Source: an optimization exercise on an open RTL-to-GDS flow (aim: small area and a short achievable clock period). Production flows keep margins and buffers that such runs may drop. Only simulation tests tie the RTL to the original design; equivalence was not proved. Power figures rest on the tool's default switching activity, not on a simulated workload.

$ cat flow/flow/abc_area.scr
&get -n
&st
&dch
&nf -R 1000
&put
topo
stime -c
$ cat flow/design.v
module alu(
    input [31:0] A,
    input [31:0] B,
    input [3:0] opcode,
    output [31:0] result
);
    wire op_add = (opcode == 4'd0);
    wire op_sub = (opcode == 4'd1);
    wire op_and = (opcode == 4'd2);
    wire op_or  = (opcode == 4'd3);
    wire op_xor = (opcode == 4'd4);
    wire op_nor = (opcode == 4'd5);
    wire op_not = (opcode == 4'd6);
    wire op_sll = (opcode == 4'd7);
    wire op_srl = (opcode == 4'd8) | (opcode == 4'd9);
    wire op_inc = (opcode == 4'd10);
    wire op_dec = (opcode == 4'd11);
    wire op_slt = (opcode == 4'd12);
    wire op_sgt = (opcode == 4'd13);
    wire op_lui = (opcode == 4'd14);
    wire use_b  = op_add | op_sub | op_and | op_or | op_xor | op_nor | op_slt | op_sgt;
    wire inv_b  = op_sub | op_slt | op_sgt | op_not | op_dec;
    wire cin    = op_sub | op_dec | op_slt;
    wire arith  = op_add | op_sub | op_inc | op_dec;
    wire sel_p  = arith | op_or | op_xor | op_nor | op_not;
    wire sel_g  = op_and | op_or | op_nor;
    wire [31:0] bx = (B & {32{use_b}}) ^ {32{inv_b}} ^ {29'd0, op_inc | op_dec, 2'd0};
    wire [31:0] p = A ^ bx;
    wire [31:0] g = A & bx;
    wire [32:0] c;
    prefix_carry pc(.p(p), .g(g), .cin(cin), .c(c));
    wire [31:0] core = ((p & {32{sel_p}}) | (g & {32{sel_g}})) ^
                       ((c[31:0] & {32{arith}}) | {32{op_nor}});
    function [31:0] rev(input [31:0] v);
        integer k;
        begin
            for (k = 0; k < 32; k = k + 1)
                rev[k] = v[31-k];
        end
    endfunction
    wire [31:0] x = (A & {32{op_srl}}) | (rev(A) & {32{op_sll}});
    wire [31:0] s = x >> B[4:0];
    wire big = |B[31:5];
    wire en_r = op_srl & ~big;
    wire en_l = op_sll & ~big;
    wire [31:0] sh = (s & {32{en_r}}) | (rev(s) & {32{en_l}});
    wire cmp = (c[32] ^ op_slt) & (op_slt | op_sgt);
    wire [31:0] lui = {B[15:0] & {16{op_lui}}, 16'd0};
    assign result = core | sh | lui | {31'd0, cmp};
endmodule
module prefix_carry(
    input [31:0] p,
    input [31:0] g,
    input cin,
    output [32:0] c
);
    function [32:0] carries(input [31:0] pv, input [31:0] gv, input ci);
        reg [31:0] G, P;
        integer b;
        begin
            G = gv;
            G[0] = gv[0] | (pv[0] & ci);
            P = pv;
            for (b = 0; b < 16; b = b + 1) begin
                G[b*2+1 +: 1] = G[b*2+1 +: 1] | (P[b*2+1 +: 1] & {1{G[b*2]}});
                P[b*2+1 +: 1] = P[b*2+1 +: 1] & {1{P[b*2]}};
            end
            for (b = 0; b < 8; b = b + 1) begin
                G[b*4+2 +: 2] = G[b*4+2 +: 2] | (P[b*4+2 +: 2] & {2{G[b*4+1]}});
                P[b*4+2 +: 2] = P[b*4+2 +: 2] & {2{P[b*4+1]}};
            end
            for (b = 0; b < 4; b = b + 1) begin
                G[b*8+4 +: 4] = G[b*8+4 +: 4] | (P[b*8+4 +: 4] & {4{G[b*8+3]}});
                P[b*8+4 +: 4] = P[b*8+4 +: 4] & {4{P[b*8+3]}};
            end
            for (b = 0; b < 2; b = b + 1) begin
                G[b*16+8 +: 8] = G[b*16+8 +: 8] | (P[b*16+8 +: 8] & {8{G[b*16+7]}});
                P[b*16+8 +: 8] = P[b*16+8 +: 8] & {8{P[b*16+7]}};
            end
            G[31:16] = G[31:16] | (P[31:16] & {16{G[15]}});
            carries = {G, ci};
        end
    endfunction
    assign c = carries(p, g, cin);
endmodule
module register_bank(
    input clk,
    input rst,
    input [3:0] read_reg1,
    input [3:0] read_reg2,
    input [3:0] write_reg,
    input [31:0] write_data,
    input write_enable,
    output [31:0] data_out1,
    output [31:0] data_out2
);
    wire [511:0] regs_flat;
    wire [15:0] sel1 = 16'd1 << read_reg1;
    wire [15:0] sel2 = 16'd1 << read_reg2;
    wire [15:0] wsel = {15'd0, write_enable} << write_reg;
    genvar g;
    generate
        for (g = 0; g < 16; g = g + 1) begin : R
            localparam [31:0] INIT = (g == 0 || g == 15) ? 32'd0 : g * 10;
            reg [31:0] q;
            always @(posedge clk or posedge rst) begin
                if (rst)
                    q <= INIT;
                else if (wsel[g])
                    q <= write_data;
            end
            assign regs_flat[g*32 +: 32] = q;
        end
    endgenerate
    function [31:0] read_port(input [511:0] r, input [15:0] sel);
        reg [31:0] t [0:15];
        integer k;
        begin
            for (k = 0; k < 16; k = k + 1)
                t[k] = r[k*32 +: 32] & {32{sel[k]}};
            for (k = 0; k < 8; k = k + 1)
                t[k] = t[2*k] | t[2*k+1];
            for (k = 0; k < 4; k = k + 1)
                t[k] = t[2*k] | t[2*k+1];
            read_port = (t[0] | t[1]) | (t[2] | t[3]);
        end
    endfunction
    assign data_out1 = read_port(regs_flat, sel1);
    assign data_out2 = read_port(regs_flat, sel2);
endmodule
module top_processor(
    input clk,
    input rst,
    input [3:0] rx,      
    input [3:0] ry,      
    input [3:0] rz,      
    input [3:0] op,      
    input write_en,      
    output [31:0] result_out   
);
    wire [31:0] operand1;
    wire [31:0] operand2;
    wire [31:0] alu_result;
    reg [31:0] result_reg;
    always @(posedge clk or posedge rst) begin
        if (rst)
            result_reg <= 32'b0;
        else
            result_reg <= alu_result;
    end
    register_bank reg_bank(
        .clk(clk),
        .rst(rst),
        .read_reg1(ry),
        .read_reg2(rz),
        .write_reg(rx),
        .write_data(alu_result),
        .write_enable(write_en),
        .data_out1(operand1),
        .data_out2(operand2)
    );
    alu alu_unit(
        .A(operand1),
        .B(operand2),
        .opcode(op),
        .result(alu_result)
    );
    assign result_out = result_reg;
endmodule
$ cat flow/config.mk
export PLATFORM = sky130hd
export DESIGN_NAME = top_processor
export DESIGN_NICKNAME = top_processor
export VERILOG_FILES = /design/flow/design.v
export SDC_FILE = /design/flow/constraint.sdc
export NUM_CORES = 4
export LEC_CHECK = 0
export CAP_MARGIN = 20
export CORE_MARGIN = 2
export CORE_UTILIZATION = 55
export CTS_BUF_LIST = sky130_fd_sc_hd__clkbuf_8
export SETUP_SLACK_MARGIN = 2.5
export SLEW_MARGIN = 20
$ cat flow/constraint.sdc
create_clock -name core_clock -period 8.0 [get_ports {clk}]
set_input_delay 1.6000 -clock core_clock [delete_from_list [all_inputs] [get_ports {clk}]]
set_output_delay 1.6000 -clock core_clock [all_outputs]
set_load 0.01 [all_outputs]
$ cat flow/flow/run.sh
#!/bin/bash
# Own flow: the standard ORFS flow, except that ABC maps the logic with an
# area-recovering script (flow/abc_area.scr) instead of ORFS's delay-first one.
# Registers are mapped by the unchanged dfflibmap step, so their names and cells
# are those of the standard synthesis.
set -euo pipefail
W=$(pwd)
F=$W/flow
{
  cat <<'T'
proc abc {args} {
  set i [lsearch $args -script]
  if {$i >= 0} { lset args [expr {$i + 1}] $::env(OWN_ABC_SCRIPT) }
  yosys abc {*}$args
}
T
  cat "$W/synth_recipe.tcl"
} > "$W/own_synth.tcl"
sed "s#$W/synth_recipe.tcl#$W/own_synth.tcl#g" "$W/standard.sh" > "$W/own_standard.sh"
grep -q own_synth.tcl "$W/own_standard.sh"
export OWN_ABC_SCRIPT=$F/abc_area.scr
bash "$W/own_standard.sh" > "$W/flow.log" 2>&1
$ cat flow/standard.sh
#!/bin/bash
# synth_recipe.tcl (not shown) runs the flow's synth.tcl, then flattens the netlist and writes it again
# the make line also repeats each setting of config.mk as NAME=value (left out here)
make -C /OpenROAD-flow-scripts/flow DESIGN_CONFIG=/design/flow/config.mk WORK_HOME=/design/flow/orfs CLKGATE_MAP_FILE= SYNTH_SCRIPT=/design/flow/synth_recipe.tcl "${@:-finish}"
==> results of run 1 <==
power groups by stage:
stage	sequential (mW)	combinational, mW	clock (mW)
2_1_floorplan	4.39	2.12	0
3_3_place_gp	4.59	3.28	0
3_5_place_dp	4.63	3.36	0
4_1_cts	4.60	3.63	2.76
5_1_grt	4.75	4.60	2.90
6_report	4.69	4.31	2.77
layout by cell type, fill, tap and decap left out, types with 99 or more instances in the layout:
cell / count
sky130_fd_sc_hd__o21ai_1: 99
sky130_fd_sc_hd__a22oi_1: 124
sky130_fd_sc_hd__clkbuf_8: 120
sky130_fd_sc_hd__nand2_1: 435
sky130_fd_sc_hd__o21ai_0: 181
sky130_fd_sc_hd__a21oi_1: 223
sky130_fd_sc_hd__buf_4: 171
sky130_fd_sc_hd__dfrtp_1: 501
sky130_fd_sc_hd__a222oi_1: 181
sky130_fd_sc_hd__nor2_1: 341
final timing paths:
kind	end	slack, ps	cells past startpoint
min in group asynchronous	result_reg[7]	1410	2
max in group asynchronous	reg_bank.R[7].q[10]	4470	4
min	reg_bank.R[7].q[2]	500	2
max reg2reg	reg_bank.R[15].q[28]	3300	23
min reg2reg	reg_bank.R[7].q[2]	500	2
max	reg_bank.R[15].q[28]	2200	26
stage by stage:
stage               utilization, %  hold slack, ps  instances
finish                        71.6             496       4165
global route                  71.6             507       4162
CTS                           69.1             496       4121
detailed placement            62.4             487       3876
global placement              62.4             478       3876
floorplan                        -             467       2996
kinds of logic after synthesis:
| group | count (synthesis) |
|---|---|
| buffers and inverters | 76 |
| adders and majority gates | 32 |
| AOI/OAI and AO/OA | 1117 |
| muxes | 76 |
| DFF | 544 |
| and+or+nand+nor | 1088 |
| xor gates and xnor gates | 63 |
metal layers:
metal | routed length (um) | vias to the layer above | GRT usage, %
li1 | - | 12400 | -
met2 | 51200 | 2712 | 65.2
met3 | 19600 | 706 | 16.4
met5 | 144 | - | 0
met4 | 8530 | 6 | 26.5
met1 | 43900 | 14200 | 59.5
worst max-delay path, delay by kind of cell:
kind | cells | cell delay, ps
adder cells (fa/ha/maj) | 1 | 260
AO/OA/AOI/OAI | 7 | 1340
XOR/XNOR | 1 | 120
buffers and inverters | 7 | 1110
AND/OR/NAND/NOR | 10 | 1890
what timing repair did:
item | 4_1_cts | 5_1_grt
gates resized for setup | 198 | 218
gates cloned | 10 | 14
setup endpoints to repair | 544 | 416
buffers inserted | 65 | 24
pin swaps | 66 | 44
layout make-up:
| cell class | instances | share of cell area [%] |
|---|---|---|
| Antenna cell | 5 | 0.0350 |
| Clock buffer | 120 | 4.62 |
| Clock inverter | 50 | 1.14 |
| Inverter | 76 | 0.892 |
| Multi-Input combinational cell | 2377 | 43.1 |
| Sequential cell | 544 | 38.2 |
| Tap cell | 672 | 2.35 |
| Timing Repair Buffer | 321 | 9.67 |
==> metrics.log, run 1 <==
[metrics] run status: no timing/DRC/antenna violations
[metrics] Crit. End Element: flip-flop
[metrics] most common flop cell mapped by yosys: sky130_fd_sc_hd__dfrtp_1
[metrics] number of global-route vias before repair: 28600
[metrics] leading cell types by total area after synthesis: sky130_fd_sc_hd__dfrtp_1 45%, sky130_fd_sc_hd__a222oi_1 6.5%, sky130_fd_sc_hd__nand2_1 6.0%
[metrics] internal power consumption: 7.05 mW
[metrics] count of endpoints failing setup in the final report: 0
[metrics] Min-Delay Startpoint: reg_bank.R[7].q[2]
[metrics] die boundary width: 229 um
[metrics] ys async rst share: 100%
[metrics] area grow syn2layout: 28.7%
[metrics] category of the most critical setup path: primary input to flip-flop
[metrics] top fanout value on the critical path: 9
[metrics] Worst setup SP type: primary input
[metrics] number of placement rows: 82
[metrics] GR Util All Layers: 45.5%
[metrics] power after layout: 11.8 mW
[metrics] post-synthesis share of cell area spent on and, or, nand and nor gates: 16.7%
[metrics] portion of netlist area occupied by mux cells: 2.77%
[metrics] total die area: 52300 um^2
[metrics] number of clock sinks: 544
[metrics] final instance area: 35800 um^2
[metrics] proportion of power drawn by flip-flops and latches: 39.9%
[metrics] Post-route DRC: 0
[metrics] leakage component of the power: 15.4 nW
[metrics] nets in the synthesized netlist: 3047
[metrics] wire length per cell: 29.6 um
[metrics] nets@finish: 3462
[metrics] fmax: 0.172 GHz
[metrics] crit path DAT: 6340 ps
[metrics] switching power: 4.72 mW
[metrics] last weighted congestion value of the routability-driven placer: 1.01
[metrics] least setup slack across all paths after layout: 2200 ps
[metrics] fillcell total: 3796
[metrics] initial standard-cell utilization of the core: 55.6%
[metrics] adder-cell share of the synthesized area: 1.44%
[metrics] cell type with the highest aggregate area in the netlist: sky130_fd_sc_hd__dfrtp_1
[metrics] total wire length after detailed routing: 123000 um
[metrics] setup TNS after final layout: 0 ps
[metrics] number of max-cap violations: 0
[metrics] final worst path period need: 5800 ps
[metrics] clock transition at the register clock pins on the worst setup and hold paths after CTS: 60 ps
[metrics] Max Buffers Root-to-Sink: 3
[metrics] fraction of post-synthesis cell area in the top cell type by area: 45.1%
[metrics] hold_buf cts: 0
[metrics] RSZ-0062 raised after global routing: yes
[metrics] share of cells above drive strength 1: 20.9%
[metrics] Syn Std Cell Area: 27800 um^2
[metrics] area inside the core boundary: 50000 um^2
[metrics] count of nets left with antenna violations after detail routing: 0
[metrics] via-per-instance ratio: 7.21
[metrics] highest-delay cell along the critical path: sky130_fd_sc_hd__nor2_4
[metrics] fin crit share: 72.5%
[metrics] first-pass iteration count of the detailed router: 15
[metrics] Slowest Stage Delay on Critical Path: 430 ps
[metrics] proportion of power drawn by the clock network: 23.5%
[metrics] synthesis-stage register bit count: 544
[metrics] Cell Pwr Density: 329 nW/um^2
[metrics] startpoint of the most critical setup path: ry[0]
[metrics] Port-buffer cells: 50
[metrics] Net Sw Frac: 40.1%
[metrics] worst setup timing slack at the placement stage: 270 ps
[metrics] Avg Synthesized Cell Area: 9.27 um^2
[metrics] area of combinational cells with multiple inputs: 15400 um^2
[metrics] part of the Yosys area used for sequential elements: 49.2%
[metrics] Die Span Y: 229 um
[metrics] maximum level of the CTS H-tree: 3
[metrics] total clock buffers created by CTS: 91
[metrics] area post-placement: 31200 um^2
[metrics] synth unique cells: 50
[metrics] number of flip-flops under the largest register name: 512
[metrics] number of max-slew violations in the final report: 0
[metrics] initial antenna violation count: 7
[metrics] global-route wire length before repair: 179000 um
[metrics] largest family of logic cells by synthesized area: compound AO/OA/AOI/OAI gates
[metrics] measured slew at the worst slew-check pin: 1100 ps
[metrics] number of flops mapped to enable cells by yosys: 0
[metrics] synthesized-area fraction occupied by xor and xnor cells: 1.99%
[metrics] number of hold violations in the final report: 0
[metrics] Comb pwr share: 36.6%
[metrics] ranking of synthesized cells by instance count: 501 x sky130_fd_sc_hd__dfrtp_1, 444 x sky130_fd_sc_hd__nand2_1, 384 x sky130_fd_sc_hd__nor2_1
[metrics] worst-skew pair later-pin latency: 730 ps
[metrics] Root Buffer Master: sky130_fd_sc_hd__clkbuf_8
[metrics] Critical R2R Launch: reg_bank.R[5].q[0]
[metrics] Clock Skew: 48.6 ps
[metrics] Hold WC Path Type: flip-flop to flip-flop
[metrics] most numerous cell in the Yosys netlist: sky130_fd_sc_hd__dfrtp_1
[metrics] maximum vdd ir drop: 0.274 mV
[metrics] Detailed Place HPWL: 74400 um
[metrics] area fraction in compound gates after synthesis: 26.9%
[metrics] DRC marker count from the first detailed-route iteration: 6743
[metrics] worst path required time: 8540 ps
[metrics] clock tree from TritonCTS: built
[metrics] number of warning messages in the yosys log: 6
[metrics] area taken by flip-flops and latches: 13700 um^2
[metrics] total congestion overflow after global routing: 0
[metrics] detailed-route via count: 30000
[metrics] ports placed on the boundary: 51
[metrics] max_slew headroom: 26.9%
[metrics] Gate Count Post-Synth: 2996
[metrics] maximum number of pins on one net before global-route repair: 285
==> run 2, diff against run 1 <==
--- a/flow/config.mk
+++ b/flow/config.mk
@@ -7,7 +7,7 @@
 export LEC_CHECK = 0
 export CAP_MARGIN = 20
 export CORE_MARGIN = 2
-export CORE_UTILIZATION = 55
+export CORE_UTILIZATION = 40
 export CTS_BUF_LIST = sky130_fd_sc_hd__clkbuf_8
 export SETUP_SLACK_MARGIN = 2.5
 export SLEW_MARGIN = 20
==> run 2 against run 1 <==
Hold slack worse by 14 ps. Count of clock-buffer cells in the layout up 2. Final cell count up 6.4%. Final area up 0.53%. Area after synthesis unchanged. Global-route usage down 10 points. Maximum frequency up 2.6%. Non-clock buffer count up 2. Sequential share of layout area down 0.20 points. Clock skew up 21 ps. Core utilization down 19 points. Critical path type unchanged. Critical endpoint unchanged.
==> metrics.log, run 2 <==
[metrics] Detailed Place HPWL: 74700 um (+0.44%)
[metrics] most common library cell in the layout ignoring fill and taps: sky130_fd_sc_hd__dfrtp_1
[metrics] ys async rst share: 100% (unchanged)
[metrics] category of the most critical setup path: primary input to flip-flop
[metrics] Worst setup SP type: primary input
[metrics] leakage component of the power: 15.4 nW (about the same)
[metrics] last weighted congestion value of the routability-driven placer: 0.952 (-5.9%)
[metrics] synthesis-stage register bit count: 544 (unchanged)
[metrics] top fanout value on the critical path: 14 (+5)
[metrics] first-pass iteration count of the detailed router: 13 (-2)
[metrics] total die area: 71600 um^2 (+37%)
[metrics] share of cells above drive strength 1: 20.4% (-0.48 points)
[metrics] crit path DAT: 6260 ps (-80 ps)
[metrics] Die Span Y: 268 um (+17%)
[metrics] Slowest Stage Delay on Critical Path: 340 ps (-90 ps)
[metrics] fraction of post-synthesis cell area in the top cell type by area: 45.1% (unchanged)
[metrics] utilization of the core after routing: 52.3% (-19 points)
[metrics] synth unique cells: 50 (unchanged)
[metrics] area grow syn2layout: 29.4%
[metrics] Avg Synthesized Cell Area: 9.27 um^2 (unchanged)
[metrics] worst path required time: 8610 ps (+70 ps)
[metrics] Max Buffers Root-to-Sink: 3 (unchanged)
[metrics] number of max-slew violations in the final report: 0 (unchanged)
[metrics] part of the Yosys area used for sequential elements: 49.2% (unchanged)
[metrics] number of placement rows: 96 (+17%)
[metrics] DRC marker count from the first detailed-route iteration: 5604 (-17%)
[metrics] initial antenna violation count: 2 (-5)
[metrics] maximum level of the CTS H-tree: 3 (unchanged)
[metrics] Gate Count Post-Synth: 2996 (unchanged)
[metrics] final worst path period need: 5650 ps (-148 ps)
[metrics] Hold WC Path Type: flip-flop to flip-flop
[metrics] number of flops mapped to enable cells by yosys: 0 (unchanged)
[metrics] nets in the synthesized netlist: 3047 (unchanged)
[metrics] count of nets left with antenna violations after detail routing: 0 (unchanged)
[metrics] highest-delay cell along the critical path: sky130_fd_sc_hd__a222oi_1
[metrics] Bufs and invs on worst path: 6 (-1)
[metrics] clock transition at the register clock pins on the worst setup and hold paths after CTS: 60 ps (about the same)
[metrics] Clock Skew: 69.6 ps (+21.0 ps)
[metrics] wire length per cell: 29.0 um (-2.2%)
[metrics] measured slew at the worst slew-check pin: 1070 ps (-27.8 ps)
[metrics] ranking of synthesized cells by instance count: 501 x sky130_fd_sc_hd__dfrtp_1, 444 x sky130_fd_sc_hd__nand2_1, 384 x sky130_fd_sc_hd__nor2_1
[metrics] Port-buffer cells: 50 (unchanged)
[metrics] detailed-route via count: 29400 (-2.1%)
[metrics] clock tree from TritonCTS: built
[metrics] final-layout worst hold slack: 482 ps (-13.9 ps)
[metrics] area inside the core boundary: 68700 um^2 (+38%)
[metrics] count of endpoints failing setup in the final report: 0 (unchanged)
[metrics] number of flip-flops under the largest register name: 512 (unchanged)
[metrics] most numerous cell in the Yosys netlist: sky130_fd_sc_hd__dfrtp_1
[metrics] total wire length after detailed routing: 128000 um (+4.0%)
[metrics] initial standard-cell utilization of the core: 40.4% (-15 points)
[metrics] fin crit share: 70.6% (-1.9 points)
[metrics] Root Buffer Master: sky130_fd_sc_hd__clkbuf_8
[metrics] Crit. End Element: flip-flop
[metrics] cell type group with the largest total delay on the critical path: compound AO/OA/AOI/OAI gates
[metrics] most common flop cell mapped by yosys: sky130_fd_sc_hd__dfrtp_1
[metrics] number of max-cap violations: 0 (unchanged)
[metrics] number of warning messages in the yosys log: 6 (unchanged)
[metrics] GR Util All Layers: 35.1% (-10 points)
[metrics] max_slew headroom: 28.7% (+1.9 points)
[metrics] number of clock sinks: 544 (unchanged)
[metrics] Syn Std Cell Area: 27800 um^2 (unchanged)
[metrics] via-per-instance ratio: 6.64 (-7.9%)
[metrics] Cell Pwr Density: 320 nW/um^2 (-2.6%)
[metrics] maximum vdd ir drop: 0.164 mV (-40%)
[metrics] nets@finish: 3470 (+0.23%)
[metrics] cell type with the highest aggregate area in the netlist: sky130_fd_sc_hd__dfrtp_1
[metrics] maximum number of pins on one net before global-route repair: 192 (-33%)
[metrics] ports placed on the boundary: 51 (unchanged)
[metrics] total clock buffers created by CTS: 94 (+3.3%)
[metrics] run status: no timing/DRC/antenna violations
[metrics] hold_buf cts: 0 (unchanged)
[metrics] die boundary width: 268 um (+17%)
[metrics] worst-skew pair later-pin latency: 750 ps (+20 ps)
[metrics] fmax: 0.177 GHz (+2.6%)
[metrics] number of global-route vias before repair: 28000 (-2.0%)
[metrics] RSZ-0062 raised after global routing: yes
[metrics] commonest cells after routing, fill and taps aside: 501 x sky130_fd_sc_hd__dfrtp_1, 435 x sky130_fd_sc_hd__nand2_1, 334 x sky130_fd_sc_hd__nor2_1, 236 x sky130_fd_sc_hd__a21oi_1, 189 x sky130_fd_sc_hd__o21ai_0
[metrics] global-route wire length before repair: 185000 um (+3.3%)
[metrics] Post-route DRC: 0 (unchanged)
[metrics] number of hold violations in the final report: 0 (unchanged)
[metrics] leading cell types by total area after synthesis: sky130_fd_sc_hd__dfrtp_1 45%, sky130_fd_sc_hd__a222oi_1 6.5%, sky130_fd_sc_hd__nand2_1 6.0%
[metrics] total congestion overflow after global routing: 0 (unchanged)
run 2: changes by cell type in the layout (fill, tap and decap cells not counted), moves of 8 or more:
cell                      change
sky130_fd_sc_hd__a21oi_1     +13
sky130_fd_sc_hd__a21oi_2      -9
sky130_fd_sc_hd__nor2_2       +8
sky130_fd_sc_hd__o21ai_0      +8
sky130_fd_sc_hd__o21ai_2     -13
run 2: timing repair:
action,4_1_cts,5_1_grt
pin swaps,71,74
resized for setup,192,188
gates cloned,11,10
endpoints found under the hold margin,0,0
endpoints found under the setup margin,544,489
setup buffers,94,26
run 2: through the flow:
step / setup slack, ps / cells / power, mW / setup TNS [ps] / instance area [um^2]
CTS: 2480 / 4392 / 11.0 / 0 / 34800
global route: 2270 / 4429 / 12.1 / 0 / 35900
detailed placement: 329 / 4113 / 8.03 / 0 / 31300
finish: 2350 / 4430 / 11.5 / 0 / 35900
floorplan: -10.9 / 2996 / 6.51 / -27.4 / 28100
global placement: 457 / 4113 / 7.91 / 0 / 31300
run 2: cells by family (layout without fill, tap and decap cells):
logic type      count (synthesis)  after routing  synth area share (%)
fa+ha+maj                      32             32                  1.44
xor+xnor                       63             63                  1.99
flops                         544            544                  49.2
other cells                     0              2                     0
buf+inv                        76            573                  1.03
simple gates                 1088           1092                  16.7
compound gates               1117           1117                  26.9
mux                            76             76                  2.77
run 2: path summary, 6_finish.rpt:
kind                                     start              endpoint  slack [ps]  cells past startpoint
min in group asynchronous                  rst         result_reg[7]        1410                      2
max reg2reg                 reg_bank.R[4].q[0]  reg_bank.R[15].q[28]        3460                     23
min                        reg_bank.R[11].q[1]   reg_bank.R[11].q[1]         480                      2
min reg2reg                reg_bank.R[11].q[1]   reg_bank.R[11].q[1]         480                      2
max in group asynchronous                  rst   reg_bank.R[9].q[26]        5090                      3
max                                      rz[0]  reg_bank.R[15].q[28]        2350                     25
run 2: final cells by class:
type	instances	area, um^2
fill	6307	32800
multi-input combinational	2380	15300
sequential	544	13700
timing repair buffer	323	3500
clock buffer	122	1680
tap	931	1160
inverter	76	320
clock inverter	52	319
antenna	2	5.00
run 2: routing by layer:
metal,track usage [%],routed length (um)
met1,46.6,48500
met2,51.4,54600
met3,11.2,18100
met4,17.6,7210
met5,0,46
run 2: power by group:
part	total [mW]	internal, mW	switching (mW)	leakage (nW)
logic	4.20	1.66	2.55	7.47
registers	4.63	3.78	0.852	6.73
clock network	2.68	1.44	1.24	1.15
total	11.5	6.88	4.64	15.4
run 2: tightest hold or removal path, stage by stage (launching register included):
cell and delay, ps:
sky130_fd_sc_hd__dfstp_2 370, sky130_fd_sc_hd__nand2_1 60, sky130_fd_sc_hd__o21ai_2 50

==> re-timing with driven ports <==
In the flow no input, the clock included, has a driving cell. The finished layouts below were timed again as built, in two steps.
Step 1 (the two cells are an assumption about what drives the block):
set clk [get_ports {clk}]
set_driving_cell -lib_cell sky130_fd_sc_hd__clkbuf_16 $clk
set_driving_cell -lib_cell sky130_fd_sc_hd__buf_2 [delete_from_list [all_inputs] $clk]
Step 2, shift: input delay + t, output delay - t, t = (earliest + latest rising clock arrival at the registers) / 2. This alone moves slack from input paths to output paths.
Slacks: no drivers / after step 1 / after step 2; pairs: no drivers / after step 1.
run	t, ns	setup WS [ns]	hold WS [ns]
run 1	0.766	2.200 / 2.237 / 1.472	0.496 / 0.496 / 0.496
run 2	0.770	2.348 / 2.361 / 1.591	0.482 / 0.482 / 0.482
After both steps setup and hold are still met in every run listed. For run 2, which loses most, drivers alone change the setup slack by +0.013 ns; drivers and shift together by -0.757 ns.
